This is an optimization exercise on Yosys and OpenROAD, whose aim is small area and a short achievable clock period, not a production implementation.
The RTL was checked by simulation tests, not by an equivalence proof against the original design.

P:
==> module fractal, before the edit <==
module fractal(
input Clk_100M, reset,
input [15:0]startX,  
input [15:0]startY,
input [15:0]stepX,  
input [15:0]stepY,
output [7:0] divOut,
output [18:0] addr_w,
output wire display,
output wire wea
    );
reg [2:0]  cc;
reg [9:0]  colCount;
reg [8:0]  rowCount;
reg        tempGo;
reg [15:0] xRegTemp;      
reg [15:0] yRegTemp;      
reg [15:0] sX, sY;        
reg [15:0] xReg1;         
reg [15:0] yReg1;
reg [18:0] currAddr;
wire load = (cc == 3'd5);
reg [1:0] colBits, rowBits;
always @(*) begin
	case (cc)
		3'd0:    begin colBits = colCount[1:0]; rowBits = rowCount[1:0]; end
		3'd1:    begin colBits = colCount[3:2]; rowBits = rowCount[3:2]; end
		3'd2:    begin colBits = colCount[5:4]; rowBits = rowCount[5:4]; end
		3'd3:    begin colBits = colCount[7:6]; rowBits = rowCount[7:6]; end
		default: begin colBits = colCount[9:8]; rowBits = {1'b0, rowCount[8]}; end
	endcase
end
wire [15:0] newX = startX + xRegTemp;
wire [15:0] newY = startY + yRegTemp;
always @(posedge Clk_100M) begin
	if (reset) begin
		cc       <= 3'd0;
		colCount <= 10'h3ff;
		rowCount <= 9'd0;
		tempGo   <= 1'b0;
		xRegTemp <= 16'd0;
		yRegTemp <= 16'd0;
		xReg1    <= 16'd0;
		yReg1    <= 16'd0;
		currAddr <= 19'd0;
	end else begin
		cc <= load ? 3'd0 : cc + 3'd1;
		if (load) begin
			xReg1    <= newX;
			yReg1    <= newY;
			xRegTemp <= 16'd0;
			yRegTemp <= 16'd0;
			currAddr <= (colCount == 10'd0 && rowCount == 9'd0) ? 19'd0 : currAddr + 19'd1;
			if (colCount == 10'd639)
				tempGo <= 1'b1;
		end else begin
			xRegTemp <= xRegTemp + sX * colBits;
			yRegTemp <= yRegTemp + sY * rowBits;
		end
		if (cc == 3'd4) begin
			if (colCount == 10'd639) begin
				colCount <= 10'd0;
				rowCount <= (rowCount == 9'd479) ? 9'd0 : rowCount + 9'd1;
			end else begin
				colCount <= colCount + 10'd1;
			end
		end
	end
end
always @(posedge Clk_100M) begin
	if (reset) begin
		sX <= 16'd0;
		sY <= 16'd0;
	end else begin
		sX <= load ? stepX : {sX[13:0], 2'b00};
		sY <= load ? stepY : {sY[13:0], 2'b00};
	end
end
assign addr_w  = currAddr;
assign display = tempGo;
assign wea     = 1'b1;
function inrange;
	input [15:0] v;
	inrange = (v[15:13] == 3'b000) | (v[15:13] == 3'b111) | (v == 16'h2000);
endfunction
reg [15:0] mx, my;
reg [14:0] pxn, pyn;      
reg        mAcc;          
reg        eB;            
reg [2:0]  mIdx;          
reg        first;         
wire        uBig;
wire [15:0] unx, uny;
diverge_pipe step(.X(mx[14:0]), .Y(my[14:0]), .Xp(~pxn), .Yp(~pyn), .cx(xReg1), .cy(yReg1),
	.big(uBig), .nx(unx), .ny(uny));
wire        mEsc   = mAcc | (eB & ~first);           
wire        mRange = ~inrange(mx) | ~inrange(my);     
always @(posedge Clk_100M) begin
	first <= load;
	eB    <= uBig;
	if (load) begin
		mx   <= newX;
		my   <= newY;
		pxn  <= ~newX[14:0];
		pyn  <= ~newY[14:0];
		mAcc <= 1'b0;
	end else begin
		mx   <= unx;
		my   <= uny;
		pxn  <= ~unx[14:0];
		pyn  <= ~uny[14:0];
		mAcc <= mEsc | mRange;
		if (!mEsc) mIdx <= cc;
	end
end
reg [15:0] cxT, cyT;      
reg [15:0] dIn;
reg [15:0] tA;            
reg [27:0] acc;
reg        tEsc;          
reg [2:0]  tIdx;
reg        bD;            
reg        resEsc;
reg [2:0]  resIdx;
reg        outEsc;
reg [2:0]  outIdx;
reg        accOn;         
reg        selX;          
reg        selU;          
always @(posedge Clk_100M) begin
	accOn <= (cc == 3'd0) | (cc == 3'd3);
	selX  <= (cc == 3'd0);
	selU  <= (cc == 3'd1);
end
wire [15:0] sqIn  = {selU ? dIn[15] : dIn[14], dIn[14:0]};
wire [27:0] e1;
wire [15:0] e2;
diverge_tail tail(.a(sqIn), .acc1(accOn ? acc : 28'hbff_ffff), .acc2(acc),
	.c(selX ? cxT : cyT), .e1(e1), .e2(e2));
wire        tBig = ~e1[27];
always @(posedge Clk_100M) begin
	acc <= e1;
	dIn <= load ? unx : tA;
	if (load)
		tA <= uny;
	else if (cc == 3'd0)
		tA <= {dIn[14], dIn[14:0]} - {tA[14], tA[14:0]};
	else
		tA <= e2;
	if (load) begin
		cxT <= xReg1;
		cyT <= yReg1;
	end
	bD <= tBig;
	case (cc)
		3'd5: begin
			tEsc   <= mEsc | mRange;
			tIdx   <= mEsc ? mIdx : 3'd5;
			resEsc <= tEsc | bD;
			resIdx <= tIdx;
		end
		3'd0: begin
			if (!(tEsc | eB)) tIdx <= 3'd6;
			tEsc <= tEsc | eB | ~inrange(dIn) | ~inrange(tA);
		end
		3'd2: begin
			tEsc <= tEsc | bD;
		end
		3'd3: begin
			if (!tEsc) tIdx <= 3'd7;
			tEsc <= tEsc | ~inrange(dIn) | ~inrange(tA);
		end
		default: ;
	endcase
	if (cc == 3'd3) begin
		outEsc <= resEsc;
		outIdx <= resIdx;
	end
end
assign divOut = outEsc ? {5'd0, outIdx} : 8'd100;
endmodule
Settings: LEC_CHECK=0, CAP_MARGIN=20, CORE_MARGIN=2, CORE_UTILIZATION=45, SETUP_SLACK_MARGIN=5.0, SLEW_MARGIN=20; clock period 11.0 ns.
standard.sh (not shown) runs the stock make flow with config.mk's settings and CLKGATE_MAP_FILE= SYNTH_SCRIPT=/design/flow/synth_recipe.tcl, a recipe that flattens the netlist after the stock synthesis.
==> flow/flow/run.sh <==
#!/bin/bash
# Layout flow: the standard flow (standard.sh) with one change to synthesis.
# Yosys's synth normally runs "abc -fast" before ORFS extracts full adders
# (extract_fa); abc restructures the adder trees first, and the adders it
# leaves are found with mixed polarities, which puts an inverter between many
# pairs of full-adder cells. Here the adders are extracted before "abc -fast".
# Everything else (registers, flattening, renaming, the rest of ORFS) is the
# standard flow.
set -euo pipefail
cd "$(dirname "$0")/.."
{
  cat <<'TCL'
proc synth {args} {
  if {[lsearch -exact $args "fine:"] >= 0} {
    yosys synth -nofsm -noshare -noabc {*}$args
    yosys extract_fa
    yosys abc -fast
    yosys opt -fast
  } else {
    yosys synth -nofsm -noshare {*}$args
  }
}
TCL
  tail -n +2 synth_recipe.tcl
} > flow/fa_synth.tcl
sed "s#$PWD/synth_recipe.tcl#$PWD/flow/fa_synth.tcl#g" standard.sh > flow/fa_standard.sh
grep -q fa_synth.tcl flow/fa_standard.sh
bash flow/fa_standard.sh > flow_make.log 2>&1
--- input diff P..Q ---
--- a/flow/design.v
+++ b/flow/design.v
@@ -1638,15 +1638,14 @@
 reg [15:0] yReg1;
 reg [18:0] currAddr;
 wire load = (cc == 3'd5);
 reg [1:0] colBits, rowBits;
 always @(*) begin
-	case (cc)
-		3'd0:    begin colBits = colCount[1:0]; rowBits = rowCount[1:0]; end
-		3'd1:    begin colBits = colCount[3:2]; rowBits = rowCount[3:2]; end
-		3'd2:    begin colBits = colCount[5:4]; rowBits = rowCount[5:4]; end
-		3'd3:    begin colBits = colCount[7:6]; rowBits = rowCount[7:6]; end
+	case (cc[1:0])
+		2'd0:    begin colBits = colCount[3:2]; rowBits = rowCount[3:2]; end
+		2'd1:    begin colBits = colCount[5:4]; rowBits = rowCount[5:4]; end
+		2'd2:    begin colBits = colCount[7:6]; rowBits = rowCount[7:6]; end
 		default: begin colBits = colCount[9:8]; rowBits = {1'b0, rowCount[8]}; end
 	endcase
 end
 wire [15:0] newX = startX + xRegTemp;
 wire [15:0] newY = startY + yRegTemp;
@@ -1664,16 +1663,16 @@
 	end else begin
 		cc <= load ? 3'd0 : cc + 3'd1;
 		if (load) begin
 			xReg1    <= newX;
 			yReg1    <= newY;
-			xRegTemp <= 16'd0;
-			yRegTemp <= 16'd0;
+			xRegTemp <= stepX * colCount[1:0];
+			yRegTemp <= stepY * rowCount[1:0];
 			currAddr <= (colCount == 10'd0 && rowCount == 9'd0) ? 19'd0 : currAddr + 19'd1;
 			if (colCount == 10'd639)
 				tempGo <= 1'b1;
-		end else begin
+		end else if (!cc[2]) begin
 			xRegTemp <= xRegTemp + sX * colBits;
 			yRegTemp <= yRegTemp + sY * rowBits;
 		end
 		if (cc == 3'd4) begin
 			if (colCount == 10'd639) begin
@@ -1688,12 +1687,12 @@
 always @(posedge Clk_100M) begin
 	if (reset) begin
 		sX <= 16'd0;
 		sY <= 16'd0;
 	end else begin
-		sX <= load ? stepX : {sX[13:0], 2'b00};
-		sY <= load ? stepY : {sY[13:0], 2'b00};
+		sX <= load ? {stepX[13:0], 2'b00} : {sX[13:0], 2'b00};
+		sY <= load ? {stepY[13:0], 2'b00} : {sY[13:0], 2'b00};
 	end
 end
 assign addr_w  = currAddr;
 assign display = tempGo;
 assign wea     = 1'b1;
--- outcome ---
- Part of the cycle the worst path needs is lower on Q
- Mean post-synth cell area, Q vs P: down by a few percent
- Higher total placed instance area was reported by Q, not P.
- Q against P: distinct cell type count of the synthesized netlist fell by about 9%, die area rose by 2900 um^2, source-to-sink clock delay at the later pin of the worst-skew pair stayed essentially flat, fmax rose by 0.61%.

==> re-timing with driven ports <==
How much do the figures lean on ideal ports? The routed layouts below were timed once more, with nothing changed but the port constraints.
Step 1 sets driving cells, clkbuf_16 on the clock port and buf_2 on the other inputs (assumed; they add their load-dependent delay and slew).
Step 2 times the ports against the registers' clock, not the clock port: input delays grow and output delays shrink by t, the midpoint of the rising clock arrivals with the driver on.
a / b / c = no drivers / after step 1 / after step 2; a / b = the first two.
run	t (ns)	slack for setup (ns)	hold slack, ns	slew at the worst register clock pin (ns)
P	0.655	5.034 / 5.034 / 5.034	0.419 / 0.419 / 0.419	0.06 / 0.06
Q	0.666	5.070 / 5.070 / 5.070	0.439 / 0.439 / 0.439	0.06 / 0.06
After both steps setup and hold are still met in every run listed.
